Context: an optimization exercise on an open-source flow, tuned for small area and a short achievable clock period. The choices shown serve that exercise and are no tape-out recipe. Function was checked by simulation only, so behaviour that the tests miss may differ from the original. Power and IR drop assume default switching activity.

==> flow/design.v, too long to show whole: its modules and the start of the top module <==
// module csr_file: 558 lines
// module alu: 39 lines
// module bcu: 29 lines
// module bpu: 200 lines
// module distri_ram: 23 lines
// module decode: 405 lines
// module execute: 244 lines
// module fetch: 79 lines
// module forwarding_unit: 65 lines
// module memory: 142 lines
// module muldiv: 179 lines
// module pipeline_control: 32 lines
// module program_counter: 53 lines
// module reg_file: 66 lines
// module writeback: 181 lines
// module core_top: 554 lines
module core_top #(
    parameter HART_ID       = 0,
    parameter XLEN          = 32,
    parameter BPU_ENTRY_NUM = 32
)
(
    input                 clk_i,
    input                 rst_i,
    input                 stall_i,
    input  [XLEN-1 : 0]   init_pc_addr_i,
    input  [XLEN-1 : 0]   code_i,
    input                 code_ready_i,
    output [XLEN-1 : 0]   code_addr_o,
    output                code_req_o,
    input  [XLEN-1 : 0]   data_i,
    input                 data_ready_i,
    output [XLEN-1 : 0]   data_o,
    output [XLEN-1 : 0]   data_addr_o,
    output                data_rw_o,       
    output [XLEN/8-1 : 0] data_byte_enable_o,
    output                data_req_o,
    output                data_is_amo_o,
    output [ 4: 0]        data_amo_type_o,
    output                cache_flush_o,
    input                 ext_irq_i,
    input                 tmr_irq_i,
    input                 sft_irq_i
);
  // ...
==> flow/run.sh <==
#!/bin/bash
# synth_recipe.tcl (not shown) runs the flow's synth.tcl, then flattens the netlist and writes it again
# the make line also repeats each setting of config.mk as NAME=value (left out here)
make -C /OpenROAD-flow-scripts/flow DESIGN_CONFIG=/design/flow/config.mk WORK_HOME=/design/flow/orfs CLKGATE_MAP_FILE= SYNTH_SCRIPT=/design/flow/synth_recipe.tcl finish
==> flow/config.mk <==
export PLATFORM = sky130hd
export DESIGN_NAME = core_top
export DESIGN_NICKNAME = core_top
export VERILOG_FILES = /design/flow/design.v
export SDC_FILE = /design/flow/constraint.sdc
export NUM_CORES = 8
export LEC_CHECK = 0
export CAP_MARGIN = 20
export CORE_MARGIN = 2
export CORE_UTILIZATION = 40
export SLEW_MARGIN = 20
==> flow/constraint.sdc <==
create_clock -name core_clock -period 16.0 [get_ports {clk_i}]
set_input_delay 3.2000 -clock core_clock [delete_from_list [all_inputs] [get_ports {clk_i}]]
set_output_delay 3.2000 -clock core_clock [all_outputs]
set_load 0.01 [all_outputs]
==> summary.txt, run 1 <==
- First-pass GRT wire length: approximately 1900 mm
- Worst slew margin: 0.0979
- P_leak: approximately 120 nW
- Design Power: 0.0322 W
- HP Class: flip-flop to flip-flop
- Met2 wire len: about 580 mm
- Largest net degree at the start of global routing: about 180
- CP startpoint kind: flip-flop
- DR pass1 iterations: 11
- Status: timing/DRC/antenna clean
- Setup crit end: Execute.MulDiv.mul0[61]$_DFFE_PN_
- Initial DRC Count: between 30000 and 40000
- Signal buffers share of area: 0.0352
- DR top layer: met5
- Top-level I/O count: ~210
- Multiplexer area fraction after synthesis: 0.0383
- Hold Buf Count CTS: 0
- Flop pwr share: 0.438
- Max stage delay on crit path: 0.73 ns
- Placed cell area: ~310000 um2
- Postcts setup bufs: 0
- Max Freq: approximately 64 MHz
- Tightest Pin Transition: 1.35 ns
- Fin Hold WS: 0.385 ns
- Area-dominant class: multi-input combinational cells
- Fillers: just under 70000
- Tcrit/Tclk final: 0.975
- Setup CP Type: flip-flop to flip-flop
- TAP cells: 9827
- GRT Residual Overflow: 0
- # rows: around 320
- Largest vdd supply drop: ~0.14 mV
- Initial antenna violation count: ~110
- Vias in the first global route: around 240k
- Largest power group: registers
- DR vias: between 200k and 300k
- Post-Route Utilization: 0.448
- Inst Count DP: 39200
==> module bpu, before the edit <==
module bpu #( parameter ENTRY_NUM = 32, parameter XLEN = 32 )
(
    input               clk_i,
    input               rst_i,
    input               stall_i,
    input  [XLEN-1 : 0] pc_i,
    input               is_jal_i,
    input               is_cond_branch_i,
    input  [XLEN-1 : 0] dec_pc_i,
    input               branch_taken_i,
    input               branch_misprediction_i,
    input  [XLEN-1 : 0] branch_target_addr_i,
    output              branch_hit_o,
    output              branch_decision_o,
    output [XLEN-1 : 0] branch_target_addr_o
);
localparam TBL_WIDTH = $clog2(ENTRY_NUM);
reg  [XLEN-1 : 0]      branch_pc_table[ENTRY_NUM-1 : 0];
wire                   we;
wire [XLEN-1 : 0]      predicted_pc;
wire [ENTRY_NUM-1 : 0] addr_hit_PCU;
wire [ENTRY_NUM-1 : 0] addr_hit_DEC;
reg  [TBL_WIDTH-1 : 0] read_addr;
reg  [TBL_WIDTH-1 : 0] write_addr;
reg  [TBL_WIDTH-1 : 0] update_addr;
reg  [1: 0]            branch_likelihood[ENTRY_NUM-1 : 0];
assign we = ~stall_i & (is_cond_branch_i | is_jal_i) & ~(|addr_hit_DEC);
genvar i;
generate
    for (i = 0; i < ENTRY_NUM; i = i + 1)
    begin
        assign addr_hit_PCU[i] = (branch_pc_table[i] == pc_i);
        assign addr_hit_DEC[i] = (branch_pc_table[i] == dec_pc_i);
    end
endgenerate
always @(posedge clk_i)
begin
    if (rst_i)
    begin
        write_addr <= 0;
    end
    else if (stall_i)
    begin
        write_addr <= write_addr;
    end
    else if (we)
    begin
        write_addr <= (write_addr == (ENTRY_NUM - 1)) ? 0 : write_addr + 1;
    end
end
always @(*)
begin
    case (addr_hit_PCU)
        32'h0000_0002: read_addr <= 1 ;
        32'h0000_0004: read_addr <= 2 ;
        32'h0000_0008: read_addr <= 3 ;
        32'h0000_0010: read_addr <= 4 ;
        32'h0000_0020: read_addr <= 5 ;
        32'h0000_0040: read_addr <= 6 ;
        32'h0000_0080: read_addr <= 7 ;
        32'h0000_0100: read_addr <= 8 ;
        32'h0000_0200: read_addr <= 9 ;
        32'h0000_0400: read_addr <= 10;
        32'h0000_0800: read_addr <= 11;
        32'h0000_1000: read_addr <= 12;
        32'h0000_2000: read_addr <= 13;
        32'h0000_4000: read_addr <= 14;
        32'h0000_8000: read_addr <= 15;
        32'h0001_0000: read_addr <= 16;
        32'h0002_0000: read_addr <= 17;
        32'h0004_0000: read_addr <= 18;
        32'h0008_0000: read_addr <= 19;
        32'h0010_0000: read_addr <= 20;
        32'h0020_0000: read_addr <= 21;
        32'h0040_0000: read_addr <= 22;
        32'h0080_0000: read_addr <= 23;
        32'h0100_0000: read_addr <= 24;
        32'h0200_0000: read_addr <= 25;
        32'h0400_0000: read_addr <= 26;
        32'h0800_0000: read_addr <= 27;
        32'h1000_0000: read_addr <= 28;
        32'h2000_0000: read_addr <= 29;
        32'h4000_0000: read_addr <= 30;
        32'h8000_0000: read_addr <= 31;
        default:       read_addr <= 0;   
    endcase
end
always @(*)
begin
    case (addr_hit_DEC)
        32'h0000_0002: update_addr <= 1 ;
        32'h0000_0004: update_addr <= 2 ;
        32'h0000_0008: update_addr <= 3 ;
        32'h0000_0010: update_addr <= 4 ;
        32'h0000_0020: update_addr <= 5 ;
        32'h0000_0040: update_addr <= 6 ;
        32'h0000_0080: update_addr <= 7 ;
        32'h0000_0100: update_addr <= 8 ;
        32'h0000_0200: update_addr <= 9 ;
        32'h0000_0400: update_addr <= 10;
        32'h0000_0800: update_addr <= 11;
        32'h0000_1000: update_addr <= 12;
        32'h0000_2000: update_addr <= 13;
        32'h0000_4000: update_addr <= 14;
        32'h0000_8000: update_addr <= 15;
        32'h0001_0000: update_addr <= 16;
        32'h0002_0000: update_addr <= 17;
        32'h0004_0000: update_addr <= 18;
        32'h0008_0000: update_addr <= 19;
        32'h0010_0000: update_addr <= 20;
        32'h0020_0000: update_addr <= 21;
        32'h0040_0000: update_addr <= 22;
        32'h0080_0000: update_addr <= 23;
        32'h0100_0000: update_addr <= 24;
        32'h0200_0000: update_addr <= 25;
        32'h0400_0000: update_addr <= 26;
        32'h0800_0000: update_addr <= 27;
        32'h1000_0000: update_addr <= 28;
        32'h2000_0000: update_addr <= 29;
        32'h4000_0000: update_addr <= 30;
        32'h8000_0000: update_addr <= 31;
        default:       update_addr <= 0;   
    endcase
end
integer idx;
always @(posedge clk_i)
begin
    if (rst_i)
    begin
        for (idx = 0; idx < ENTRY_NUM; idx = idx + 1)
            branch_pc_table[idx] <= 0;
    end
    else if (stall_i)
    begin
        for (idx = 0; idx < ENTRY_NUM; idx = idx + 1)
            branch_pc_table[idx] <= branch_pc_table[idx];
    end
    else if (we)
    begin
        branch_pc_table[write_addr] <= dec_pc_i;
    end
end
always @(posedge clk_i)
begin
    if (rst_i)
    begin
        for (idx = 0; idx < ENTRY_NUM; idx = idx + 1)
            branch_likelihood[idx] <= 2'b0;
    end
    else if (stall_i)
    begin
        for (idx = 0; idx < ENTRY_NUM; idx = idx + 1)
            branch_likelihood[idx] <= branch_likelihood[idx];
    end
    else
    begin
        if (we)
        begin
            branch_likelihood[write_addr] <= {branch_taken_i, branch_taken_i};
        end
        else if (branch_misprediction_i)
        begin
            case (branch_likelihood[update_addr])
                2'b00:   
                    if (branch_taken_i)
                        branch_likelihood[update_addr] <= 2'b01;
                    else
                        branch_likelihood[update_addr] <= 2'b00;
                2'b01:   
                    if (branch_taken_i)
                        branch_likelihood[update_addr] <= 2'b11;
                    else
                        branch_likelihood[update_addr] <= 2'b00;
                2'b10:   
                    if (branch_taken_i)
                        branch_likelihood[update_addr] <= 2'b11;
                    else
                        branch_likelihood[update_addr] <= 2'b00;
                2'b11:   
                    if (branch_taken_i)
                        branch_likelihood[update_addr] <= 2'b11;
                    else
                        branch_likelihood[update_addr] <= 2'b10;
            endcase
        end
    end
end
distri_ram #(.ENTRY_NUM(ENTRY_NUM), .XLEN(XLEN))
bpu_pc_history(
    .clk_i(clk_i),
    .we_i(we),
    .write_addr_i(write_addr),
    .read_addr_i(read_addr),
    .data_i(branch_target_addr_i),
    .data_o(predicted_pc)
);
assign branch_hit_o = ( | addr_hit_PCU) & ( | pc_i);
assign branch_target_addr_o = {32{( | addr_hit_PCU)}} & predicted_pc;
assign branch_decision_o = ( | branch_likelihood[read_addr][1]) | is_jal_i;
endmodule
==> module muldiv, before the edit <==
module muldiv#(parameter XLEN = 32)
(
    input                   clk_i,
    input                   rst_i,
    input                   stall_i,
    input  [XLEN-1 : 0]     a_i,
    input  [XLEN-1 : 0]     b_i,
    input                   req_i,
    input  [ 2 : 0]         operation_sel_i,
    output reg [XLEN-1 : 0] muldiv_result_o,
    output reg              ready_o
);
function [XLEN-1 : 0] abs;
    input [XLEN-1 : 0] num;
    abs = num[XLEN-1] ? -num : num;
endfunction
wire operation_mul, operation_mulh, operation_mulhsu, operation_mulhu,
     operation_div, operation_divu, operation_rem, operation_remu;
assign operation_mul = (operation_sel_i == 3'b000);
assign operation_mulh = (operation_sel_i == 3'b001);
assign operation_mulhsu = (operation_sel_i == 3'b010);
assign operation_mulhu = (operation_sel_i == 3'b011);
assign operation_div = (operation_sel_i == 3'b100);
assign operation_divu = (operation_sel_i == 3'b101);
assign operation_rem = (operation_sel_i == 3'b110);
assign operation_remu = (operation_sel_i == 3'b111);
wire is_divider, is_a_zero, is_b_zero,
     is_a_neg, is_b_neg, signed_adjust, mul_overflow;
assign is_divider = operation_sel_i[2];
assign is_a_zero = (a_i == 32'b0);
assign is_b_zero = (b_i == 32'b0);
assign is_a_neg  = a_i[31] & (operation_mulh | operation_mulhsu | operation_div | operation_rem);
assign is_b_neg  = b_i[31] & (operation_mulh | operation_div | operation_rem);
assign signed_adjust = is_a_neg ^ is_b_neg;
assign mul_overflow   = (is_a_neg & (a_i[30: 0] == 31'b0));
wire [XLEN-1 : 0] op_a, op_b;
assign op_a = ( | is_a_neg)? abs(a_i) : a_i;
assign op_b = ( | is_b_neg)? abs(b_i) : b_i;
wire              is_calc_done;
reg  [XLEN-1 : 0] reg32;
reg  [XLEN*2 : 0] result;        
reg  [ 5 : 0]     cnt;
reg  [XLEN*2-1 : 0] fast_result, mul0, mul1;
reg  [ 1 : 0]       fast_mul_counter;
assign is_calc_done = !(operation_mul | operation_mulh | operation_mulhsu |
                        operation_mulhu)? ~|cnt : & fast_mul_counter;
wire [XLEN-1 : 0] mull, mulh, quotient, remainder;
assign mull = result[31 : 0];
assign mulh = result[63 : 32];
assign quotient = result[31 : 0];
assign remainder = result[64 : 33];
localparam S_IDLE        = 3'b000,
           S_CALC        = 3'b001,
           S_SIGN_ADJUST = 3'b010,
           S_DONE        = 3'b011,
           S_STALL       = 3'b100;
reg [2 : 0] S, S_nxt;
always @(posedge clk_i)
begin
    if (rst_i)
        S <= S_IDLE;
    else
        S <= S_nxt;
end
always @(*)
begin
    case (S)
        S_IDLE:
            S_nxt = (req_i)? (is_a_zero | is_b_zero)? S_DONE : S_CALC : S_IDLE;
        S_CALC:
            S_nxt = (is_calc_done)? S_SIGN_ADJUST : S_CALC;
        S_SIGN_ADJUST:
            S_nxt = S_DONE;
        S_DONE:
            S_nxt = (stall_i)? S_STALL : S_IDLE;
        S_STALL:
            S_nxt = (stall_i)? S_STALL : S_IDLE;
        default:
            S_nxt = S_IDLE;
    endcase
end
wire mul_add = result[0];
wire div_sub = (result[63: 32] >= reg32);
wire [32 : 0] adder_opa, adder_opb;
assign adder_opa = is_divider ? -reg32 : reg32;
assign adder_opb = result[63: 32];
wire [32 : 0] adder_tmp = adder_opa + adder_opb;
wire [64 : 0] result_tmp = {adder_tmp, result[31: 0]};
always @(posedge clk_i)
begin
    if (rst_i || ((S == S_IDLE) & req_i)) begin
        fast_result <= 32'b0;
        fast_mul_counter <= 2'b0; 
    end
    else begin
        mul0 <= op_a * op_b;
        mul1 <= mul0;
        fast_result <= mul1;
        fast_mul_counter <= (& fast_mul_counter)? fast_mul_counter : fast_mul_counter + 1;
    end
end
always @(posedge clk_i)
begin
    if ( (S == S_IDLE) & req_i)
    begin
        if (is_divider)
        begin                        
            if (is_b_zero)
            begin                    
                result[64: 33] <= a_i;
                result[32]  <= 1'b0;
                result[31: 0] <= {32{1'b1}};
            end
            else
            begin
                cnt <= 'd32;
                reg32 <= op_b;
                result <= {1'b0, 32'b0, op_a};   
            end
        end
        else
        begin                        
            if (is_a_zero | is_b_zero)
            begin
                result <= 65'b0;
            end
            else
            begin
                cnt <= 'd31;
                reg32 <= op_a;
                result <= {1'b0, 32'b0, op_b};   
            end
        end
    end
    else if (S == S_CALC)
    begin
        cnt <= cnt - 'd1;
        if (is_divider)
        begin
            result <= (div_sub)? {result_tmp[63 : 0], 1'b1} : {result[63 : 0], 1'b0};
        end
        else
        begin
            result <= (mul_add)? {1'b0, result_tmp[64 : 1]} : {1'b0, result[64 : 1]};
        end
    end
    else if (S == S_SIGN_ADJUST)
    begin
        if (is_divider)
        begin
            result[64: 33] <= (is_a_neg)? -remainder : remainder;
            result[31: 0] <= (signed_adjust)? -quotient : quotient;
        end
        else
        begin
            result <= (operation_mulh | operation_mulhu)? (signed_adjust)? -fast_result : fast_result
                    : (operation_mulhsu)? (is_a_neg)? -fast_result : fast_result : fast_result;
        end
    end
end
always @(posedge clk_i)
begin
    if (S == S_DONE || S == S_STALL)
        ready_o <= 1;
    else
        ready_o <= 0;
end
always @(posedge clk_i)
begin
    if (S == S_DONE)
        muldiv_result_o <= ( {32{operation_mul}} & mull)
                      | ( {32{operation_mulh | operation_mulhsu | operation_mulhu}} & mulh)
                      | ( {32{operation_div | operation_divu}} & quotient)
                      | ( {32{operation_rem | operation_remu}} & remainder)
                      ;
    else
        muldiv_result_o <= muldiv_result_o;
end
endmodule
==> module reg_file, before the edit <==
module reg_file #(
    parameter NUM_REGS = 32,
    parameter XLEN = 32,
    parameter NRLEN = $clog2(NUM_REGS) )
(
    input                clk_i,
    input                rst_i,
    input  [NRLEN-1 : 0] rs1_addr_i,
    input  [NRLEN-1 : 0] rs2_addr_i,
    input                regfile_we_i,
    input  [NRLEN-1 : 0] rd_addr_i,
    input  [XLEN-1 : 0]  rd_data_i,
    output [XLEN-1 : 0]  rs1_data_o,
    output [XLEN-1 : 0]  rs2_data_o
);
wire we = regfile_we_i & ( | rd_addr_i);  
reg [XLEN-1 : 0] rf [0 : NUM_REGS-1];
assign rs1_data_o = (we & (rs1_addr_i == rd_addr_i)) ? rd_data_i : rf[rs1_addr_i];
assign rs2_data_o = (we & (rs2_addr_i == rd_addr_i)) ? rd_data_i : rf[rs2_addr_i];
integer i;
always @(posedge clk_i)
begin
    if (rst_i)
    begin
        rf[0 ] <= 32'b0;
        rf[1 ] <= 32'b0;  
        rf[2 ] <= 32'b0;  
        rf[3 ] <= 32'b0;  
        rf[4 ] <= 32'b0;  
        rf[5 ] <= 32'b0;  
        rf[6 ] <= 32'b0;  
        rf[7 ] <= 32'b0;  
        rf[8 ] <= 32'b0;  
        rf[9 ] <= 32'b0;  
        rf[10] <= 32'b0;  
        rf[11] <= 32'b0;  
        rf[12] <= 32'b0;  
        rf[13] <= 32'b0;  
        rf[14] <= 32'b0;  
        rf[15] <= 32'b0;  
        rf[16] <= 32'b0;  
        rf[17] <= 32'b0;  
        rf[18] <= 32'b0;  
        rf[19] <= 32'b0;  
        rf[20] <= 32'b0;  
        rf[21] <= 32'b0;  
        rf[22] <= 32'b0;  
        rf[23] <= 32'b0;  
        rf[24] <= 32'b0;  
        rf[25] <= 32'b0;  
        rf[26] <= 32'b0;  
        rf[27] <= 32'b0;  
        rf[28] <= 32'b0;  
        rf[29] <= 32'b0;  
        rf[30] <= 32'b0;  
        rf[31] <= 32'b0;  
    end
    else
    begin
        if (we)
        begin
            rf[rd_addr_i] <= rd_data_i;
        end
    end
end
endmodule
==> module writeback, before the edit <==
module writeback #( parameter XLEN = 32 )
(
    input               clk_i,
    input               rst_i,
    input               stall_i,
    input               flush_i,
    input               regfile_we_i,
    input  [ 4 : 0]     rd_addr_i,
    input  [ 2 : 0]     regfile_input_sel_i,
    input               signex_sel_i,
    input  [ 1 : 0]     addr_alignment_i,
    input  [XLEN-1 : 0] p_data_i,
    input               csr_we_i,
    input  [11: 0]      csr_we_addr_i,
    input  [XLEN-1 : 0] csr_we_data_i,
    input  [XLEN-1 : 0] m_data_i,
    output              rd_we_o,
    output [ 4 : 0]     rd_addr_o,
    output [XLEN-1 : 0] rd_data_o,
    input  [XLEN-1 : 0] pc_i,
    output [XLEN-1 : 0] pc_o,
    input               sys_jump_i,
    input  [ 1 : 0]     sys_jump_csr_addr_i,
    output              sys_jump_o,
    output [ 1 : 0]     sys_jump_csr_addr_o,
    input               fetch_valid_i,
    output              fetch_valid_o,
    output              csr_we_o,
    output [11 : 0]     csr_we_addr_o,
    output [XLEN-1 : 0] csr_we_data_o,
    input               xcpt_valid_i,
    input  [ 3 : 0]     xcpt_cause_i,
    input  [XLEN-1 : 0] xcpt_tval_i,
    output              xcpt_valid_o,
    output [ 3 : 0]     xcpt_cause_o,
    output [XLEN-1 : 0] xcpt_tval_o
);
reg [ 2 : 0]            regfile_input_sel_r;
reg                     regfile_we_r;
reg [ 4 : 0]            rd_addr_r;
reg                     signex_sel_r;
reg [ 1 : 0]            addr_alignment_r;
reg [XLEN-1 : 0]        p_data_r, data_r;
reg [XLEN-1 : 0]        aligned_data, rd_data;
reg                     xcpt_valid_r;
reg [ 3 : 0]            xcpt_cause_r;
reg [XLEN-1 : 0]        xcpt_tval_r;
reg                     sys_jump_r;
reg [ 1 : 0]            sys_jump_csr_addr_r;
reg [XLEN-1 : 0]        pc_r;
reg                     fetch_valid_r;
reg                     csr_we_r;
reg [XLEN-1 : 0]        csr_we_addr_r;
reg [XLEN-1 : 0]        csr_we_data_r;
always @(posedge clk_i)
begin
    if (rst_i || (flush_i && !stall_i))  
    begin
        regfile_we_r <= 0;
        rd_addr_r <= 0;
        regfile_input_sel_r <= 4;
        signex_sel_r <= 0;
        addr_alignment_r <= 0;
        p_data_r <= 0;
        csr_we_r <= 0;
        csr_we_addr_r <= 0;
        csr_we_data_r <= 0;
        sys_jump_r <= 0;
        sys_jump_csr_addr_r <= 0;
        xcpt_valid_r <= 0;
        xcpt_cause_r <= 0;
        xcpt_tval_r <= 0;
        pc_r <= 0;
        fetch_valid_r <= 0;
    end
    else if (stall_i)
    begin
        regfile_we_r <= regfile_we_r;
        rd_addr_r <= rd_addr_r;
        regfile_input_sel_r <= regfile_input_sel_r;
        signex_sel_r <= signex_sel_r;
        addr_alignment_r <= addr_alignment_r;
        p_data_r <= p_data_r;
        csr_we_r <= csr_we_r;
        csr_we_addr_r <= csr_we_addr_r;
        csr_we_data_r <= csr_we_data_r;
        sys_jump_r <= sys_jump_r;
        sys_jump_csr_addr_r <= sys_jump_csr_addr_r;
        xcpt_valid_r <= xcpt_valid_r;
        xcpt_cause_r <= xcpt_cause_r;
        xcpt_tval_r <= xcpt_tval_r;
        pc_r <= pc_r;
        fetch_valid_r <= fetch_valid_r;
    end
    else if (xcpt_valid_i)
    begin
        regfile_we_r <= 0;
        rd_addr_r <= 0;
        regfile_input_sel_r <= 4;
        signex_sel_r <= 0;
        addr_alignment_r <= 0;
        p_data_r <= 0;
        csr_we_r <= 0;
        csr_we_addr_r <= 0;
        csr_we_data_r <= 0;
        sys_jump_r <= 0;
        sys_jump_csr_addr_r <= 0;
        xcpt_valid_r <= xcpt_valid_i;
        xcpt_cause_r <= xcpt_cause_i;
        xcpt_tval_r <= xcpt_tval_i;
        pc_r <= pc_i;
        fetch_valid_r <= 1;
    end
    else
    begin
        regfile_we_r <= regfile_we_i;
        rd_addr_r <= rd_addr_i;
        regfile_input_sel_r <= regfile_input_sel_i;
        signex_sel_r <= signex_sel_i;
        addr_alignment_r <= addr_alignment_i;
        p_data_r <= p_data_i;
        csr_we_r <= csr_we_i;
        csr_we_addr_r <= csr_we_addr_i;
        csr_we_data_r <= csr_we_data_i;
        sys_jump_r <= sys_jump_i;
        sys_jump_csr_addr_r <= sys_jump_csr_addr_i;
        xcpt_valid_r <= xcpt_valid_i;
        xcpt_cause_r <= xcpt_cause_i;
        xcpt_tval_r <= xcpt_tval_i;
        pc_r <= pc_i;
        fetch_valid_r <= fetch_valid_i;
    end
end
always @(posedge clk_i)
begin
    if (rst_i)
        data_r <= 32'b0;
    else if (stall_i)
        data_r <= data_r;
    else if (xcpt_valid_i)
        data_r <= 32'b0;
    else
        data_r <= m_data_i;
end
always @(*)
begin
    case (addr_alignment_r)
        2'b00: aligned_data = data_r;
        2'b01: aligned_data = {data_r[ 7: 0], data_r[31: 8]};
        2'b10: aligned_data = {data_r[15: 0], data_r[31: 16]};
        2'b11: aligned_data = {data_r[23: 0], data_r[31: 24]};
        default: aligned_data = data_r;
    endcase
end
always @(*)
begin
    case (regfile_input_sel_r)
        3'b000: rd_data = signex_sel_r ?
                          {24'b0, aligned_data[7 : 0]} :
                          {{24{aligned_data[7]}}, aligned_data[7 : 0]};    
        3'b001: rd_data = signex_sel_r ?
                          {16'b0, aligned_data[15 : 0]} :
                          {{16{aligned_data[15]}}, aligned_data[15 : 0]};  
        3'b010: rd_data = aligned_data;                                    
        default: rd_data = p_data_r;                                       
    endcase
end
assign rd_we_o = regfile_we_r;
assign rd_addr_o = rd_addr_r;
assign rd_data_o = rd_data;
assign sys_jump_o = sys_jump_r;
assign sys_jump_csr_addr_o = sys_jump_csr_addr_r;
assign csr_we_o = csr_we_r;
assign csr_we_addr_o = csr_we_addr_r;
assign csr_we_data_o = csr_we_data_r;
assign xcpt_valid_o = xcpt_valid_r;
assign xcpt_cause_o = xcpt_cause_r;
assign xcpt_tval_o = xcpt_tval_r;
assign pc_o = pc_r;
assign fetch_valid_o = fetch_valid_r;
endmodule
==> run 2: changes to the inputs <==
--- a/flow/design.v
+++ b/flow/design.v
@@ -622,216 +622,145 @@
 assign compare_result_o =
        (operation_beq & result_beq )
        | (operation_bne & result_bne )
        | (operation_blt & result_blt )
        | (operation_bge & result_bge )
        | (operation_bltu & result_bltu)
        | (operation_bgeu & result_bgeu);
 endmodule  
-`timescale 1ns / 1ps 
+`timescale 1ns / 1ps
 module bpu #( parameter ENTRY_NUM = 32, parameter XLEN = 32 )
 (
     input               clk_i,
     input               rst_i,
     input               stall_i,
     input  [XLEN-1 : 0] pc_i,
+    input  [XLEN-1 : 0] fet_pc_i,
+    input               fet_stall_i,
+    input               dec_flush_i,
     input               is_jal_i,
     input               is_cond_branch_i,
     input  [XLEN-1 : 0] dec_pc_i,
+    input               dec_imm_sign_i,
     input               branch_taken_i,
     input               branch_misprediction_i,
     input  [XLEN-1 : 0] branch_target_addr_i,
     output              branch_hit_o,
     output              branch_decision_o,
     output [XLEN-1 : 0] branch_target_addr_o
 );
 localparam TBL_WIDTH = $clog2(ENTRY_NUM);
-reg  [XLEN-1 : 0]      branch_pc_table[ENTRY_NUM-1 : 0];
-wire                   we;
-wire [XLEN-1 : 0]      predicted_pc;
-wire [ENTRY_NUM-1 : 0] addr_hit_PCU;
-wire [ENTRY_NUM-1 : 0] addr_hit_DEC;
-reg  [TBL_WIDTH-1 : 0] read_addr;
+reg  [XLEN-1 : 0]      tag[ENTRY_NUM-1 : 0];
+reg  [ENTRY_NUM-1 : 0] valid;
+reg  [21 : 0]          target[ENTRY_NUM-1 : 0];
+reg  [1 : 0]           likelihood[ENTRY_NUM-1 : 0];
 reg  [TBL_WIDTH-1 : 0] write_addr;
-reg  [TBL_WIDTH-1 : 0] update_addr;
-reg  [1: 0]            branch_likelihood[ENTRY_NUM-1 : 0];
-assign we = ~stall_i & (is_cond_branch_i | is_jal_i) & ~(|addr_hit_DEC);
+reg  [ENTRY_NUM-1 : 0] fet_hit;    
+reg  [ENTRY_NUM-1 : 0] dec_hit;    
+wire pc_zero     = ~|pc_i;
+wire fet_pc_zero = ~|fet_pc_i;
+wire dec_eq_pc   = (dec_pc_i == pc_i);
+wire dec_eq_fet  = (dec_pc_i == fet_pc_i);
+wire we = ~stall_i & (is_cond_branch_i | is_jal_i) & ~(|dec_hit);
+wire [ENTRY_NUM-1 : 0] pc_hit;      
+wire [ENTRY_NUM-1 : 0] pc_vhit;     
+wire [ENTRY_NUM-1 : 0] wsel;
 genvar i;
 generate
     for (i = 0; i < ENTRY_NUM; i = i + 1)
-    begin
-        assign addr_hit_PCU[i] = (branch_pc_table[i] == pc_i);
-        assign addr_hit_DEC[i] = (branch_pc_table[i] == dec_pc_i);
+    begin : g_entry
+        wire eq = (tag[i] == pc_i);
+        assign pc_vhit[i] = valid[i] & eq;
+        assign pc_hit[i]  = valid[i] ? eq : pc_zero;
+        assign wsel[i]    = we & (write_addr == i);
     end
 endgenerate
+wire [ENTRY_NUM-1 : 0] fet_hit_held = (fet_hit & ~wsel) | (wsel & {ENTRY_NUM{dec_eq_fet}});
+wire [ENTRY_NUM-1 : 0] fet_hit_new  = (pc_hit  & ~wsel) | (wsel & {ENTRY_NUM{dec_eq_pc}});
 always @(posedge clk_i)
 begin
     if (rst_i)
-    begin
-        write_addr <= 0;
-    end
-    else if (stall_i)
-    begin
-        write_addr <= write_addr;
-    end
-    else if (we)
-    begin
-        write_addr <= (write_addr == (ENTRY_NUM - 1)) ? 0 : write_addr + 1;
-    end
-end
-always @(*)
-begin
-    case (addr_hit_PCU)
-        32'h0000_0002: read_addr <= 1 ;
-        32'h0000_0004: read_addr <= 2 ;
-        32'h0000_0008: read_addr <= 3 ;
-        32'h0000_0010: read_addr <= 4 ;
-        32'h0000_0020: read_addr <= 5 ;
-        32'h0000_0040: read_addr <= 6 ;
-        32'h0000_0080: read_addr <= 7 ;
-        32'h0000_0100: read_addr <= 8 ;
-        32'h0000_0200: read_addr <= 9 ;
-        32'h0000_0400: read_addr <= 10;
-        32'h0000_0800: read_addr <= 11;
-        32'h0000_1000: read_addr <= 12;
-        32'h0000_2000: read_addr <= 13;
-        32'h0000_4000: read_addr <= 14;
-        32'h0000_8000: read_addr <= 15;
-        32'h0001_0000: read_addr <= 16;
-        32'h0002_0000: read_addr <= 17;
-        32'h0004_0000: read_addr <= 18;
-        32'h0008_0000: read_addr <= 19;
-        32'h0010_0000: read_addr <= 20;
-        32'h0020_0000: read_addr <= 21;
-        32'h0040_0000: read_addr <= 22;
-        32'h0080_0000: read_addr <= 23;
-        32'h0100_0000: read_addr <= 24;
-        32'h0200_0000: read_addr <= 25;
-        32'h0400_0000: read_addr <= 26;
-        32'h0800_0000: read_addr <= 27;
-        32'h1000_0000: read_addr <= 28;
-        32'h2000_0000: read_addr <= 29;
-        32'h4000_0000: read_addr <= 30;
-        32'h8000_0000: read_addr <= 31;
-        default:       read_addr <= 0;   
-    endcase
+        fet_hit <= {ENTRY_NUM{1'b1}};
+    else if (fet_stall_i)
+        fet_hit <= fet_hit_held;
+    else
+        fet_hit <= fet_hit_new;
 end
-always @(*)
+always @(posedge clk_i)
 begin
-    case (addr_hit_DEC)
-        32'h0000_0002: update_addr <= 1 ;
-        32'h0000_0004: update_addr <= 2 ;
-        32'h0000_0008: update_addr <= 3 ;
-        32'h0000_0010: update_addr <= 4 ;
-        32'h0000_0020: update_addr <= 5 ;
-        32'h0000_0040: update_addr <= 6 ;
-        32'h0000_0080: update_addr <= 7 ;
-        32'h0000_0100: update_addr <= 8 ;
-        32'h0000_0200: update_addr <= 9 ;
-        32'h0000_0400: update_addr <= 10;
-        32'h0000_0800: update_addr <= 11;
-        32'h0000_1000: update_addr <= 12;
-        32'h0000_2000: update_addr <= 13;
-        32'h0000_4000: update_addr <= 14;
-        32'h0000_8000: update_addr <= 15;
-        32'h0001_0000: update_addr <= 16;
-        32'h0002_0000: update_addr <= 17;
-        32'h0004_0000: update_addr <= 18;
-        32'h0008_0000: update_addr <= 19;
-        32'h0010_0000: update_addr <= 20;
-        32'h0020_0000: update_addr <= 21;
-        32'h0040_0000: update_addr <= 22;
-        32'h0080_0000: update_addr <= 23;
-        32'h0100_0000: update_addr <= 24;
-        32'h0200_0000: update_addr <= 25;
-        32'h0400_0000: update_addr <= 26;
-        32'h0800_0000: update_addr <= 27;
-        32'h1000_0000: update_addr <= 28;
-        32'h2000_0000: update_addr <= 29;
-        32'h4000_0000: update_addr <= 30;
-        32'h8000_0000: update_addr <= 31;
-        default:       update_addr <= 0;   
-    endcase
+    if (rst_i)
+        dec_hit <= {ENTRY_NUM{~dec_flush_i | fet_pc_zero}};
+    else if (dec_flush_i && !stall_i)
+        dec_hit <= fet_hit_held;
+    else if (stall_i)
+        dec_hit <= dec_hit;
+    else
+        dec_hit <= fet_hit_held;
 end
-integer idx;
 always @(posedge clk_i)
 begin
     if (rst_i)
-    begin
-        for (idx = 0; idx < ENTRY_NUM; idx = idx + 1)
-            branch_pc_table[idx] <= 0;
-    end
-    else if (stall_i)
-    begin
-        for (idx = 0; idx < ENTRY_NUM; idx = idx + 1)
-            branch_pc_table[idx] <= branch_pc_table[idx];
-    end
+        write_addr <= 0;
     else if (we)
-    begin
-        branch_pc_table[write_addr] <= dec_pc_i;
-    end
+        write_addr <= write_addr + 1;
 end
+wire [21 : 0] target_entry = {dec_imm_sign_i,
+                              branch_target_addr_i[21] ^ dec_pc_i[21] ^ dec_imm_sign_i,
+                              branch_target_addr_i[20 : 1]};
+wire no_dec_hit = ~|dec_hit;
+wire upd = ~stall_i & ~we & branch_misprediction_i;
+integer idx;
 always @(posedge clk_i)
 begin
     if (rst_i)
-    begin
-        for (idx = 0; idx < ENTRY_NUM; idx = idx + 1)
-            branch_likelihood[idx] <= 2'b0;
-    end
-    else if (stall_i)
-    begin
-        for (idx = 0; idx < ENTRY_NUM; idx = idx + 1)
-            branch_likelihood[idx] <= branch_likelihood[idx];
-    end
+        valid <= 0;
     else
-    begin
-        if (we)
-        begin
-            branch_likelihood[write_addr] <= {branch_taken_i, branch_taken_i};
-        end
-        else if (branch_misprediction_i)
+        valid <= valid | wsel;
+end
+always @(posedge clk_i)
+begin
+    for (idx = 0; idx < ENTRY_NUM; idx = idx + 1)
+        if (wsel[idx])
         begin
-            case (branch_likelihood[update_addr])
-                2'b00:   
-                    if (branch_taken_i)
-                        branch_likelihood[update_addr] <= 2'b01;
-                    else
-                        branch_likelihood[update_addr] <= 2'b00;
-                2'b01:   
-                    if (branch_taken_i)
-                        branch_likelihood[update_addr] <= 2'b11;
-                    else
-                        branch_likelihood[update_addr] <= 2'b00;
-                2'b10:   
-                    if (branch_taken_i)
-                        branch_likelihood[update_addr] <= 2'b11;
-                    else
-                        branch_likelihood[update_addr] <= 2'b00;
-                2'b11:   
-                    if (branch_taken_i)
-                        branch_likelihood[update_addr] <= 2'b11;
-                    else
-                        branch_likelihood[update_addr] <= 2'b10;
-            endcase
+            tag[idx] <= dec_pc_i;
+            target[idx] <= target_entry;
         end
+end
+always @(posedge clk_i)
+begin
+    for (idx = 0; idx < ENTRY_NUM; idx = idx + 1)
+    begin
+        if (rst_i)
+            likelihood[idx] <= 2'b0;
+        else if (wsel[idx])
+            likelihood[idx] <= {branch_taken_i, branch_taken_i};
+        else if (upd & (dec_hit[idx] | ((idx == 0) & no_dec_hit)))
+            likelihood[idx] <= branch_taken_i ? {|likelihood[idx], 1'b1}
+                                              : {&likelihood[idx], 1'b0};
     end
 end
-distri_ram #(.ENTRY_NUM(ENTRY_NUM), .XLEN(XLEN))
-bpu_pc_history(
-    .clk_i(clk_i),
-    .we_i(we),
-    .write_addr_i(write_addr),
-    .read_addr_i(read_addr),
-    .data_i(branch_target_addr_i),
-    .data_o(predicted_pc)
-);
-assign branch_hit_o = ( | addr_hit_PCU) & ( | pc_i);
-assign branch_target_addr_o = {32{( | addr_hit_PCU)}} & predicted_pc;
-assign branch_decision_o = ( | branch_likelihood[read_addr][1]) | is_jal_i;
+reg [21 : 0] rd_target;
+reg          rd_taken;
+always @(*)
+begin
+    rd_target = 0;
+    rd_taken = 0;
+    for (idx = 0; idx < ENTRY_NUM; idx = idx + 1)
+    begin
+        rd_target = rd_target | ({22{pc_vhit[idx]}} & target[idx]);
+        rd_taken  = rd_taken  | (pc_vhit[idx] & likelihood[idx][1]);
+    end
+end
+wire [10 : 0] pc_hi     = pc_i[31 : 21];
+wire [10 : 0] target_hi = (rd_target[20] == rd_target[21]) ? pc_hi :
+                          rd_target[20] ? pc_hi + 11'd1 : pc_hi - 11'd1;
+assign branch_hit_o = (| pc_vhit) & ~pc_zero;
+assign branch_target_addr_o = {target_hi, rd_target[19 : 0], pc_i[0]};
+assign branch_decision_o = rd_taken | is_jal_i;
 endmodule
 `timescale 1ns / 1ps
 module distri_ram
 #(parameter ENTRY_NUM = 32,
   parameter XLEN = 32,
   parameter AWDTH = $clog2(ENTRY_NUM))
 (
     input                clk_i,
@@ -1800,55 +1729,36 @@
     input                   stall_i,
     input  [XLEN-1 : 0]     a_i,
     input  [XLEN-1 : 0]     b_i,
     input                   req_i,
     input  [ 2 : 0]         operation_sel_i,
     output reg [XLEN-1 : 0] muldiv_result_o,
     output reg              ready_o
 );
-function [XLEN-1 : 0] abs;
-    input [XLEN-1 : 0] num;
-    abs = num[XLEN-1] ? -num : num;
-endfunction
-wire operation_mul, operation_mulh, operation_mulhsu, operation_mulhu,
-     operation_div, operation_divu, operation_rem, operation_remu;
-assign operation_mul = (operation_sel_i == 3'b000);
-assign operation_mulh = (operation_sel_i == 3'b001);
-assign operation_mulhsu = (operation_sel_i == 3'b010);
-assign operation_mulhu = (operation_sel_i == 3'b011);
-assign operation_div = (operation_sel_i == 3'b100);
-assign operation_divu = (operation_sel_i == 3'b101);
-assign operation_rem = (operation_sel_i == 3'b110);
-assign operation_remu = (operation_sel_i == 3'b111);
-wire is_divider, is_a_zero, is_b_zero,
-     is_a_neg, is_b_neg, signed_adjust, mul_overflow;
-assign is_divider = operation_sel_i[2];
-assign is_a_zero = (a_i == 32'b0);
-assign is_b_zero = (b_i == 32'b0);
-assign is_a_neg  = a_i[31] & (operation_mulh | operation_mulhsu | operation_div | operation_rem);
-assign is_b_neg  = b_i[31] & (operation_mulh | operation_div | operation_rem);
-assign signed_adjust = is_a_neg ^ is_b_neg;
-assign mul_overflow   = (is_a_neg & (a_i[30: 0] == 31'b0));
-wire [XLEN-1 : 0] op_a, op_b;
-assign op_a = ( | is_a_neg)? abs(a_i) : a_i;
-assign op_b = ( | is_b_neg)? abs(b_i) : b_i;
-wire              is_calc_done;
+wire operation_mul    = (operation_sel_i == 3'b000);
+wire operation_mulh   = (operation_sel_i == 3'b001);
+wire operation_mulhsu = (operation_sel_i == 3'b010);
+wire operation_mulhu  = (operation_sel_i == 3'b011);
+wire operation_div    = (operation_sel_i == 3'b100);
+wire operation_rem    = (operation_sel_i == 3'b110);
+wire is_divider = operation_sel_i[2];
+wire is_a_zero  = (a_i == 32'b0);
+wire is_b_zero  = (b_i == 32'b0);
+wire is_a_neg   = a_i[31] & (operation_mulh | operation_mulhsu | operation_div | operation_rem);
+wire is_b_neg   = b_i[31] & (operation_mulh | operation_div | operation_rem);
+wire signed_adjust = is_a_neg ^ is_b_neg;
+wire [XLEN-1 : 0] op_a = is_a_neg ? -a_i : a_i;
+wire [XLEN-1 : 0] op_b = is_b_neg ? -b_i : b_i;
 reg  [XLEN-1 : 0] reg32;
 reg  [XLEN*2 : 0] result;        
 reg  [ 5 : 0]     cnt;
-reg  [XLEN*2-1 : 0] fast_result, mul0, mul1;
-reg  [ 1 : 0]       fast_mul_counter;
-assign is_calc_done = !(operation_mul | operation_mulh | operation_mulhsu |
-                        operation_mulhu)? ~|cnt : & fast_mul_counter;
-wire [XLEN-1 : 0] mull, mulh, quotient, remainder;
-assign mull = result[31 : 0];
-assign mulh = result[63 : 32];
-assign quotient = result[31 : 0];
-assign remainder = result[64 : 33];
+reg  [ 1 : 0]     fast_mul_counter;
+reg               neg_r;
+wire is_calc_done = is_divider ? ~|cnt : &fast_mul_counter;
 localparam S_IDLE        = 3'b000,
            S_CALC        = 3'b001,
            S_SIGN_ADJUST = 3'b010,
            S_DONE        = 3'b011,
            S_STALL       = 3'b100;
 reg [2 : 0] S, S_nxt;
 always @(posedge clk_i)
 begin
@@ -1869,112 +1779,77 @@
         S_DONE:
             S_nxt = (stall_i)? S_STALL : S_IDLE;
         S_STALL:
             S_nxt = (stall_i)? S_STALL : S_IDLE;
         default:
             S_nxt = S_IDLE;
     endcase
 end
-wire mul_add = result[0];
-wire div_sub = (result[63: 32] >= reg32);
-wire [32 : 0] adder_opa, adder_opb;
-assign adder_opa = is_divider ? -reg32 : reg32;
-assign adder_opb = result[63: 32];
-wire [32 : 0] adder_tmp = adder_opa + adder_opb;
-wire [64 : 0] result_tmp = {adder_tmp, result[31: 0]};
-always @(posedge clk_i)
-begin
-    if (rst_i || ((S == S_IDLE) & req_i)) begin
-        fast_result <= 32'b0;
-        fast_mul_counter <= 2'b0; 
-    end
-    else begin
-        mul0 <= op_a * op_b;
-        mul1 <= mul0;
-        fast_result <= mul1;
+wire start = (S == S_IDLE) & req_i;
+always @(posedge clk_i)
+begin
+    if (rst_i || start)
+        fast_mul_counter <= 2'b0;
+    else
         fast_mul_counter <= (& fast_mul_counter)? fast_mul_counter : fast_mul_counter + 1;
-    end
 end
+wire [32 : 0] div_diff = {1'b0, result[63: 32]} - {1'b0, reg32};
+wire          div_sub  = ~div_diff[32];
+wire [42 : 0] mul_acc = result[64: 33] + reg32 * result[10: 0];
+wire mul_load = (S == S_CALC) & ~is_divider & (fast_mul_counter == 2'b01);
+wire mul_step = ~is_divider & (((S == S_CALC) & fast_mul_counter[1]) | (S == S_SIGN_ADJUST));
 always @(posedge clk_i)
 begin
-    if ( (S == S_IDLE) & req_i)
-    begin
-        if (is_divider)
-        begin                        
-            if (is_b_zero)
-            begin                    
-                result[64: 33] <= a_i;
-                result[32]  <= 1'b0;
-                result[31: 0] <= {32{1'b1}};
-            end
-            else
-            begin
-                cnt <= 'd32;
-                reg32 <= op_b;
-                result <= {1'b0, 32'b0, op_a};   
-            end
-        end
+    if (start)
+    begin
+        cnt <= 'd32;
+        reg32 <= op_b;
+        neg_r <= 1'b0;
+        if (is_b_zero)
+            result <= is_divider ? {a_i, 1'b0, {32{1'b1}}} : 65'b0;
         else
-        begin                        
-            if (is_a_zero | is_b_zero)
-            begin
-                result <= 65'b0;
-            end
-            else
-            begin
-                cnt <= 'd31;
-                reg32 <= op_a;
-                result <= {1'b0, 32'b0, op_b};   
-            end
-        end
+            result <= {33'b0, op_a};
+    end
+    else if (mul_load)
+    begin
+        reg32 <= op_b;
+        result <= {33'b0, op_a};
+    end
+    else if (mul_step)
+    begin
+        result <= {mul_acc, result[32: 11]};
+        if (S == S_SIGN_ADJUST)
+            neg_r <= (operation_mulhsu) ? is_a_neg : signed_adjust & ~operation_mul;
     end
     else if (S == S_CALC)
     begin
         cnt <= cnt - 'd1;
-        if (is_divider)
-        begin
-            result <= (div_sub)? {result_tmp[63 : 0], 1'b1} : {result[63 : 0], 1'b0};
-        end
-        else
-        begin
-            result <= (mul_add)? {1'b0, result_tmp[64 : 1]} : {1'b0, result[64 : 1]};
-        end
+        result <= (div_sub)? {div_diff[31 : 0], result[31 : 0], 1'b1} : {result[63 : 0], 1'b0};
     end
     else if (S == S_SIGN_ADJUST)
     begin
-        if (is_divider)
-        begin
-            result[64: 33] <= (is_a_neg)? -remainder : remainder;
-            result[31: 0] <= (signed_adjust)? -quotient : quotient;
-        end
-        else
-        begin
-            result <= (operation_mulh | operation_mulhu)? (signed_adjust)? -fast_result : fast_result
-                    : (operation_mulhsu)? (is_a_neg)? -fast_result : fast_result : fast_result;
-        end
+        neg_r <= (operation_rem | operation_sel_i == 3'b111) ? is_a_neg : signed_adjust;
     end
 end
 always @(posedge clk_i)
 begin
     if (S == S_DONE || S == S_STALL)
         ready_o <= 1;
     else
         ready_o <= 0;
 end
+wire [XLEN-1 : 0] sel_result =
+       (operation_sel_i[2:1] == 2'b11) ? result[64: 33] :
+       (operation_sel_i[2] | operation_mul) ? result[31: 0] : result[63: 32];
+wire neg_cin = neg_r & (operation_sel_i[2] | (result[31: 0] == 32'b0));
 always @(posedge clk_i)
 begin
     if (S == S_DONE)
-        muldiv_result_o <= ( {32{operation_mul}} & mull)
-                      | ( {32{operation_mulh | operation_mulhsu | operation_mulhu}} & mulh)
-                      | ( {32{operation_div | operation_divu}} & quotient)
-                      | ( {32{operation_rem | operation_remu}} & remainder)
-                      ;
-    else
-        muldiv_result_o <= muldiv_result_o;
+        muldiv_result_o <= (sel_result ^ {XLEN{neg_r}}) + neg_cin;
 end
 endmodule
 `timescale 1ns / 1ps
 module pipeline_control(
     input [4: 0] rs1_addr_i,
     input [4: 0] rs2_addr_i,
     input [4: 0] rd_addr_i,
     input        illegal_instr_i,
@@ -2071,65 +1946,44 @@
     input  [NRLEN-1 : 0] rs2_addr_i,
     input                regfile_we_i,
     input  [NRLEN-1 : 0] rd_addr_i,
     input  [XLEN-1 : 0]  rd_data_i,
     output [XLEN-1 : 0]  rs1_data_o,
     output [XLEN-1 : 0]  rs2_data_o
 );
 wire we = regfile_we_i & ( | rd_addr_i);  
-reg [XLEN-1 : 0] rf [0 : NUM_REGS-1];
-assign rs1_data_o = (we & (rs1_addr_i == rd_addr_i)) ? rd_data_i : rf[rs1_addr_i];
-assign rs2_data_o = (we & (rs2_addr_i == rd_addr_i)) ? rd_data_i : rf[rs2_addr_i];
+reg [XLEN-1 : 0]     rf [1 : NUM_REGS-1];
+reg [NUM_REGS-1 : 1] valid;
 integer i;
 always @(posedge clk_i)
 begin
     if (rst_i)
+        valid <= 0;
+    else if (we)
+        valid[rd_addr_i] <= 1'b1;
+end
+always @(posedge clk_i)
+begin
+    if (we)
+        rf[rd_addr_i] <= rd_data_i;
+end
+reg [XLEN-1 : 0] rs1_rf, rs2_rf;
+always @(*)
+begin
+    rs1_rf = 0;
+    rs2_rf = 0;
+    for (i = 1; i < NUM_REGS; i = i + 1)
     begin
-        rf[0 ] <= 32'b0;
-        rf[1 ] <= 32'b0;  
-        rf[2 ] <= 32'b0;  
-        rf[3 ] <= 32'b0;  
-        rf[4 ] <= 32'b0;  
-        rf[5 ] <= 32'b0;  
-        rf[6 ] <= 32'b0;  
-        rf[7 ] <= 32'b0;  
-        rf[8 ] <= 32'b0;  
-        rf[9 ] <= 32'b0;  
-        rf[10] <= 32'b0;  
-        rf[11] <= 32'b0;  
-        rf[12] <= 32'b0;  
-        rf[13] <= 32'b0;  
-        rf[14] <= 32'b0;  
-        rf[15] <= 32'b0;  
-        rf[16] <= 32'b0;  
-        rf[17] <= 32'b0;  
-        rf[18] <= 32'b0;  
-        rf[19] <= 32'b0;  
-        rf[20] <= 32'b0;  
-        rf[21] <= 32'b0;  
-        rf[22] <= 32'b0;  
-        rf[23] <= 32'b0;  
-        rf[24] <= 32'b0;  
-        rf[25] <= 32'b0;  
-        rf[26] <= 32'b0;  
-        rf[27] <= 32'b0;  
-        rf[28] <= 32'b0;  
-        rf[29] <= 32'b0;  
-        rf[30] <= 32'b0;  
-        rf[31] <= 32'b0;  
-    end
-    else
-    begin
-        if (we)
-        begin
-            rf[rd_addr_i] <= rd_data_i;
-        end
+        rs1_rf = rs1_rf | ({XLEN{valid[i] & (rs1_addr_i == i)}} & rf[i]);
+        rs2_rf = rs2_rf | ({XLEN{valid[i] & (rs2_addr_i == i)}} & rf[i]);
     end
 end
+assign rs1_data_o = (we & (rs1_addr_i == rd_addr_i)) ? rd_data_i : rs1_rf;
+assign rs2_data_o = (we & (rs2_addr_i == rd_addr_i)) ? rd_data_i : rs2_rf;
 endmodule
 `timescale 1ns / 1ps
 module writeback #( parameter XLEN = 32 )
 (
     input               clk_i,
     input               rst_i,
     input               stall_i,
     input               flush_i,
@@ -2159,149 +2013,123 @@
     output [XLEN-1 : 0] csr_we_data_o,
     input               xcpt_valid_i,
     input  [ 3 : 0]     xcpt_cause_i,
     input  [XLEN-1 : 0] xcpt_tval_i,
     output              xcpt_valid_o,
     output [ 3 : 0]     xcpt_cause_o,
     output [XLEN-1 : 0] xcpt_tval_o
 );
-reg [ 2 : 0]            regfile_input_sel_r;
 reg                     regfile_we_r;
 reg [ 4 : 0]            rd_addr_r;
-reg                     signex_sel_r;
-reg [ 1 : 0]            addr_alignment_r;
-reg [XLEN-1 : 0]        p_data_r, data_r;
+reg [XLEN-1 : 0]        rd_data_r;
 reg [XLEN-1 : 0]        aligned_data, rd_data;
 reg                     xcpt_valid_r;
 reg [ 3 : 0]            xcpt_cause_r;
 reg [XLEN-1 : 0]        xcpt_tval_r;
 reg                     sys_jump_r;
 reg [ 1 : 0]            sys_jump_csr_addr_r;
 reg [XLEN-1 : 0]        pc_r;
 reg                     fetch_valid_r;
 reg                     csr_we_r;
-reg [XLEN-1 : 0]        csr_we_addr_r;
+reg [11 : 0]            csr_we_addr_r;
 reg [XLEN-1 : 0]        csr_we_data_r;
+always @(*)
+begin
+    case (addr_alignment_i)
+        2'b00: aligned_data = m_data_i;
+        2'b01: aligned_data = {m_data_i[ 7: 0], m_data_i[31: 8]};
+        2'b10: aligned_data = {m_data_i[15: 0], m_data_i[31: 16]};
+        2'b11: aligned_data = {m_data_i[23: 0], m_data_i[31: 24]};
+        default: aligned_data = m_data_i;
+    endcase
+end
+always @(*)
+begin
+    case (regfile_input_sel_i)
+        3'b000: rd_data = signex_sel_i ?
+                          {24'b0, aligned_data[7 : 0]} :
+                          {{24{aligned_data[7]}}, aligned_data[7 : 0]};    
+        3'b001: rd_data = signex_sel_i ?
+                          {16'b0, aligned_data[15 : 0]} :
+                          {{16{aligned_data[15]}}, aligned_data[15 : 0]};  
+        3'b010: rd_data = aligned_data;                                    
+        default: rd_data = p_data_i;                                       
+    endcase
+end
 always @(posedge clk_i)
 begin
     if (rst_i || (flush_i && !stall_i))  
     begin
         regfile_we_r <= 0;
         rd_addr_r <= 0;
-        regfile_input_sel_r <= 4;
-        signex_sel_r <= 0;
-        addr_alignment_r <= 0;
-        p_data_r <= 0;
+        rd_data_r <= 0;
         csr_we_r <= 0;
         csr_we_addr_r <= 0;
         csr_we_data_r <= 0;
         sys_jump_r <= 0;
         sys_jump_csr_addr_r <= 0;
         xcpt_valid_r <= 0;
         xcpt_cause_r <= 0;
         xcpt_tval_r <= 0;
         pc_r <= 0;
         fetch_valid_r <= 0;
     end
     else if (stall_i)
     begin
         regfile_we_r <= regfile_we_r;
         rd_addr_r <= rd_addr_r;
-        regfile_input_sel_r <= regfile_input_sel_r;
-        signex_sel_r <= signex_sel_r;
-        addr_alignment_r <= addr_alignment_r;
-        p_data_r <= p_data_r;
+        rd_data_r <= rd_data_r;
         csr_we_r <= csr_we_r;
         csr_we_addr_r <= csr_we_addr_r;
         csr_we_data_r <= csr_we_data_r;
         sys_jump_r <= sys_jump_r;
         sys_jump_csr_addr_r <= sys_jump_csr_addr_r;
         xcpt_valid_r <= xcpt_valid_r;
         xcpt_cause_r <= xcpt_cause_r;
         xcpt_tval_r <= xcpt_tval_r;
         pc_r <= pc_r;
         fetch_valid_r <= fetch_valid_r;
     end
     else if (xcpt_valid_i)
     begin
         regfile_we_r <= 0;
         rd_addr_r <= 0;
-        regfile_input_sel_r <= 4;
-        signex_sel_r <= 0;
-        addr_alignment_r <= 0;
-        p_data_r <= 0;
+        rd_data_r <= 0;
         csr_we_r <= 0;
         csr_we_addr_r <= 0;
         csr_we_data_r <= 0;
         sys_jump_r <= 0;
         sys_jump_csr_addr_r <= 0;
         xcpt_valid_r <= xcpt_valid_i;
         xcpt_cause_r <= xcpt_cause_i;
         xcpt_tval_r <= xcpt_tval_i;
         pc_r <= pc_i;
         fetch_valid_r <= 1;
     end
     else
     begin
         regfile_we_r <= regfile_we_i;
         rd_addr_r <= rd_addr_i;
-        regfile_input_sel_r <= regfile_input_sel_i;
-        signex_sel_r <= signex_sel_i;
-        addr_alignment_r <= addr_alignment_i;
-        p_data_r <= p_data_i;
+        rd_data_r <= rd_data;
         csr_we_r <= csr_we_i;
         csr_we_addr_r <= csr_we_addr_i;
         csr_we_data_r <= csr_we_data_i;
         sys_jump_r <= sys_jump_i;
         sys_jump_csr_addr_r <= sys_jump_csr_addr_i;
         xcpt_valid_r <= xcpt_valid_i;
         xcpt_cause_r <= xcpt_cause_i;
         xcpt_tval_r <= xcpt_tval_i;
         pc_r <= pc_i;
         fetch_valid_r <= fetch_valid_i;
     end
 end
-always @(posedge clk_i)
-begin
-    if (rst_i)
-        data_r <= 32'b0;
-    else if (stall_i)
-        data_r <= data_r;
-    else if (xcpt_valid_i)
-        data_r <= 32'b0;
-    else
-        data_r <= m_data_i;
-end
-always @(*)
-begin
-    case (addr_alignment_r)
-        2'b00: aligned_data = data_r;
-        2'b01: aligned_data = {data_r[ 7: 0], data_r[31: 8]};
-        2'b10: aligned_data = {data_r[15: 0], data_r[31: 16]};
-        2'b11: aligned_data = {data_r[23: 0], data_r[31: 24]};
-        default: aligned_data = data_r;
-    endcase
-end
-always @(*)
-begin
-    case (regfile_input_sel_r)
-        3'b000: rd_data = signex_sel_r ?
-                          {24'b0, aligned_data[7 : 0]} :
-                          {{24{aligned_data[7]}}, aligned_data[7 : 0]};    
-        3'b001: rd_data = signex_sel_r ?
-                          {16'b0, aligned_data[15 : 0]} :
-                          {{16{aligned_data[15]}}, aligned_data[15 : 0]};  
-        3'b010: rd_data = aligned_data;                                    
-        default: rd_data = p_data_r;                                       
-    endcase
-end
 assign rd_we_o = regfile_we_r;
 assign rd_addr_o = rd_addr_r;
-assign rd_data_o = rd_data;
+assign rd_data_o = rd_data_r;
 assign sys_jump_o = sys_jump_r;
 assign sys_jump_csr_addr_o = sys_jump_csr_addr_r;
 assign csr_we_o = csr_we_r;
 assign csr_we_addr_o = csr_we_addr_r;
 assign csr_we_data_o = csr_we_data_r;
 assign xcpt_valid_o = xcpt_valid_r;
 assign xcpt_cause_o = xcpt_cause_r;
 assign xcpt_tval_o = xcpt_tval_r;
@@ -2583,16 +2411,20 @@
     .csr_data_o(fwd_csr_data2exe)
 );
 bpu #(.ENTRY_NUM(BPU_ENTRY_NUM), .XLEN(XLEN))
 Branch_Prediction_Unit(
     .clk_i(clk_i),
     .rst_i(rst_i),
     .stall_i(stall_pipeline),
     .pc_i(pcu_pc),
+    .fet_pc_i(fet_pc2dec),
+    .fet_stall_i(stall_pipeline || (stall_from_hazard && !irq_taken)),
+    .dec_flush_i(plc_flush2dec || csr_irq_taken),
+    .dec_imm_sign_i(dec_imm2exe[XLEN-1]),
     .is_jal_i(dec_is_jal),
     .is_cond_branch_i(dec_is_branch),
     .dec_pc_i(dec_pc),
     .branch_taken_i(exe_branch_taken),
     .branch_misprediction_i(exe_branch_misprediction),
     .branch_target_addr_i(exe_branch_target_addr),
     .branch_hit_o(bpu_branch_hit),
     .branch_decision_o(bpu_branch_decision),
==> run 2 against run 1 <==
Still clean. Clock skew fell by 0.0072 ns. Power fell by 1.8%. Clock power fell by 16%. Largest cell class is now sequential cells. Highest routed layer unchanged.
==> summary.txt, run 2 <==
- Final worst setup slack: 5.54 ns (was 0.393 ns)
- Post-synth top area cell: edfxtp_1 (unchanged)
- Clk slew on worst S/H paths: 0.06 ns (about the same)
- Endpoints failing setup: 0 (unchanged)
- Die area: 558000 um2 (was 742000 um2)
- Largest registers: Branch_Prediction_Unit.tag: 1024 flops, Register_File.rf: 992 flops, Branch_Prediction_Unit.target: 704 flops (was Branch_Prediction_Unit.bpu_pc_history.RAM: 1024 flops, Branch_Prediction_Unit.branch_pc_table: 1024 flops, Register_File.rf: 1024 flops)
- Largest register by flop count: Branch_Prediction_Unit.tag
- Flop pwr share: 0.390 (was 0.438)
- Via density: 6.72 (was 6.33)
- Clk Latency, worst-skew pair: 1.17 ns (was 1.21 ns)
- HP Class: flip-flop to flip-flop (unchanged)
- Port bufs: 210 (unchanged)
- Max Slew Vio Count: 0 (unchanged)
- Number of synthesized flops with an enable pin: 2975 (was 3492)
- Die H: 747 um (was 862 um)
- R2r startpoint: Writeback.rd_addr_r[0]$_SDFFE_PP0P_ (was Writeback.addr_alignment_r[0]$_SDFFE_PP0P_)
- Crit Path Max Fanout: 15 (was 34)
- Most common cell after layout, fill and taps aside: edfxtp_1 (was nand2_1)
- Seq/Total Area, Yosys: 0.528 (was 0.445)
- Cts repair resizes: 0 (unchanged)
- Worst Path Required: 16.88 ns (was 16.86 ns)
- Largest net degree at the start of global routing: 205 (was 179)
- Share of async-settable or async-resettable flops after synthesis: 0 (unchanged)
- First-pass GRT wire length: 1440 mm (was 1890 mm)
- Clock skew: 0.110 ns (was 0.117 ns)
- Top-level I/O count: 214 (unchanged)
- Core Box Area: 549000 um2 (was 734000 um2)
- Tightest Pin Transition: 1.39 ns (was 1.35 ns)
- Tcrit/Tclk final: 0.654 (was 0.975)
- Largest vdd supply drop: 0.376 mV (was 0.142 mV)
- Fin crit period: 10.46 ns (was 15.61 ns)
- Initial DRC Count: 33000 (was 37800)
- CP startpoint kind: flip-flop (unchanged)
- Switch share: 0.318 (was 0.304)
- # H-tree levels: 5 (was 6)
- # rows: 272 (was 315)
- YS warnings: 14 (was 12)
- Clk buf depth: 4 (unchanged)
- Combinational power share: 0.262 (was 0.156)
- Post-synth cell types: 104 (was 107)
- Yosys top cell area share: 0.404 (was 0.356)
- Cell family with most CP delay: compound AO/OA/AOI/OAI gates (was adder cells)
- GRT Residual Overflow: 0 (unchanged)
- Initial antenna violation count: 70 (was 106)
- Mapped Cells: 20900 (was 30600)
- Worst slew margin: 0.0735 (was 0.0979)
- Synthesized area: 221000 um2 (was 294000 um2)
- Number of synthesized register bits: 4344 (was 4798)
- Setup CP Type: flip-flop to flip-flop (unchanged)
- HPWL Detailed: 686 mm (was 907 mm)
- DR DRC count: 0 (unchanged)
- Max reg flops: 1024
- Share of cells above drive strength 1: 0.0888 (was 0.0900)
- Drt total wl: 1060 mm (was 1370 mm)
- Total GRT Usage: 0.364 (was 0.356)
- Commonest cells after routing, fill and taps aside: 2975 x edfxtp_1, 2215 x nand2_1, 1359 x nor2_1, 1352 x dfxtp_1, 1285 x a21oi_1 (was 3736 x nand2_1, 3492 x edfxtp_1, 2837 x nor2_1, 1749 x xor2_1, 1569 x a21oi_1)
- Nature of the critical path endpoint: flip-flop (unchanged)
- CTS tree: done (unchanged)
- Clock root buffer: clkbuf_16 (unchanged)
- Fin. Hold Viols: 0 (unchanged)
- Setup TNS: 0 ns (unchanged)
- Most common cell in the netlist: edfxtp_1 (was nand2_1)
- Pwr dens: 127 nW/um2 (was 97.9 nW/um2)
- CTS Sinks: 4344 (was 4798)
- Dpl ws: 6.07 ns (was 0.748 ns)
- Crit path arrival time: 11.34 ns (was 16.47 ns)
- Unrepaired setup endpoints after global routing: false (unchanged)
- Max stage delay on crit path: 0.92 ns (was 0.73 ns)
- Wire per inst: 37.4 um (was 34.0 um)
- Net switching power: 0.0101 W (was 0.00978 W)
- Bufs and invs on worst path: 3 (was 9)
- Layout net count: 21400 (was 31600)
- CP max-delay cell: a221oi_1 (was xnor2_2)
- Final ANT Viol Nets: 0 (unchanged)
- Status: timing/DRC/antenna clean (unchanged)
- Vias in the first global route: 176000 (was 243000)
- Synth Flop Type: edfxtp_1 (unchanged)
- Internal: 0.0216 W (was 0.0224 W)
- Postcts setup bufs: 0 (unchanged)
- Clock share of power: 0.348 (was 0.406)
- Max Freq: 95.6 MHz (was 64.1 MHz)
- Syn_area_per_cell: 10.6 um2 (was 9.61 um2)
- Initial core utilization: 0.402 (was 0.401)
- Area Overhead vs Synth: 12.4% (was 11.9%)
- Die width: 747 um (was 862 um)
- P_leak: 86.6 nW (was 122 nW)
- Crit. Startpoint: Writeback.rd_addr_r[0]$_SDFFE_PP0P_ (was Writeback.addr_alignment_r[0]$_SDFFE_PP0P_)
- Fillers: 51300 (was 69500)
- CP dominant cell by count: ha_1
- Total CTS buffers: 443 (was 561)
- Routability cong.: 1.03 (was 1.04)
- HP Start: Decode.signex_sel_o$_SDFFE_PN0P_ (was Execute.csr_we_data_o[16]$_SDFFE_PP0P_)
- Synth top cells by count: 2975 x edfxtp_1, 2223 x nand2_1, 1441 x nor2_1 (was 3790 x nand2_1, 3492 x edfxtp_1, 2932 x nor2_1)
- DR vias: 190000 (was 255000)
- DR pass1 iterations: 10 (was 11)
- Largest cells by area after synthesis: edfxtp_1 40%, dfxtp_1 12%, xnor2_1 4.3%, nand2_1 3.8%, a22oi_1 3.2% (was edfxtp_1 36%, dfxtp_1 8.9%, fa_1 6.1%, xor2_1 5.2%, nand2_1 4.8%)
- Hold Buf Count CTS: 0 (unchanged)
- # Max-Cap Violations: 0 (unchanged)
run 2: power by group through the flow:
| stage | Sequential, W | Combinational [W] | Clock, W |
|---|---|---|---|
| finish | 0.0124 | 0.00828 | 0.0110 |
| global route | 0.0124 | 0.00913 | 0.0114 |
| detailed placement | 0.0126 | 0.00816 | 0 |
| global placement | 0.0126 | 0.00811 | 0 |
| floorplan | 0.0126 | 0.00572 | 0 |
| CTS | 0.0124 | 0.00821 | 0.0110 |
run 2: through the flow:
stage	hold slack, ns	cells	cell area (um2)	total power [W]	utilization
2_1_floorplan	0.419	20900	221000	0.0183	-
3_3_place_gp	0.432	27400	233000	0.0207	0.424
3_5_place_dp	0.444	27400	233000	0.0208	0.424
4_1_cts	0.455	28300	248000	0.0316	0.452
5_1_grt	0.469	28300	248000	0.0329	0.452
6_report	0.453	28300	248000	0.0317	0.452
run 2: worst paths after layout:
| check | end | slack (ns) | cells after the start |
|---|---|---|---|
| worst max-delay path | Program_Counter.pc_r[31]$_DFFE_PP_ | 5.54 | 29 |
| worst min-delay path | Decode.signex_sel_o$_SDFFE_PN0P_ | 0.45 | 2 |
| worst min register to register | Decode.signex_sel_o$_SDFFE_PN0P_ | 0.45 | 2 |
| worst max register to register | Program_Counter.pc_r[31]$_DFFE_PP_ | 5.54 | 29 |
run 2: logic make-up (layout without fill, tap and decap cells):
family / count (synthesis) / after routing / share of synthesized area
AND/OR/NAND/NOR: 6101 / 6101 / 0.129
AO/OA/AOI/OAI: 5431 / 5431 / 0.169
flip-flops: 4344 / 4344 / 0.528
buffers and inverters: 2221 / 2386 / 0.0384
XOR/XNOR: 1532 / 1532 / 0.0607
adder cells (fa/ha/maj): 689 / 689 / 0.0495
multiplexers: 542 / 542 / 0.0250
other: 0 / 49 / 0
run 2: layout make-up:
cell class                 instances  area, um2  area share
clock buffer                     595      12300      0.0495
tap                             7261       9080      0.0366
timing repair buffer             965       7970      0.0321
antenna                           49        123    0.000494
clock inverter                   243       2830      0.0114
multi-input combinational      14300      97100       0.391
sequential                      4344     117000       0.470
inverter                         583       2190     0.00884
run 2: worst reg2reg max path, delay by kind of cell, from the launching register on:
family                     cells  cell delay (ns)
AOI/OAI and AO/OA             12             4.86
DFF                            1             0.31
and+or+nand+nor                9             2.65
adders and majority gates      3             1.40
xor gates and xnor gates       2             0.26
buffers and inverters          3             0.77
run 2: routing by layer:
metal	global-route usage	part of all wire	up-vias
li1	-	-	77300
met1	0.459	0.36	94100
met2	0.537	0.42	15000
met3	0.0958	0.13	4028
met4	0.271	0.094	36
met5	0.000595	0.00025	-

[separate check: timing with driven ports]
In the flow no input, the clock included, has a driving cell. The finished layouts below were timed again as built, in two steps.
Step 1 (the two cells are an assumption about what drives the block):
set clk [get_ports {clk_i}]
set_driving_cell -lib_cell sky130_fd_sc_hd__clkbuf_16 $clk
set_driving_cell -lib_cell sky130_fd_sc_hd__buf_2 [delete_from_list [all_inputs] $clk]
Step 2, shift: input delay + t, output delay - t, t = (earliest + latest rising clock arrival at the registers) / 2. This alone moves slack from input paths to output paths.
a / b / c = ideal ports / drivers / drivers and shift; a / b = the first two.
| run | t (ns) | setup WS [ns] | worst register clock-pin slew, ns | cell pins on the clock port's net |
|---|---|---|---|---|
| run 1 | 1.300 | 0.393 / 0.393 / 0.393 | 0.07 / 0.07 | 1 |
| run 2 | 1.210 | 5.540 / 5.539 / 5.539 | 0.08 / 0.08 | 1 |
After both steps every run listed still meets setup and hold. The setup slack of run 2, which loses most, moves by -0.001 ns with the drivers and by -0.001 ns with both steps.
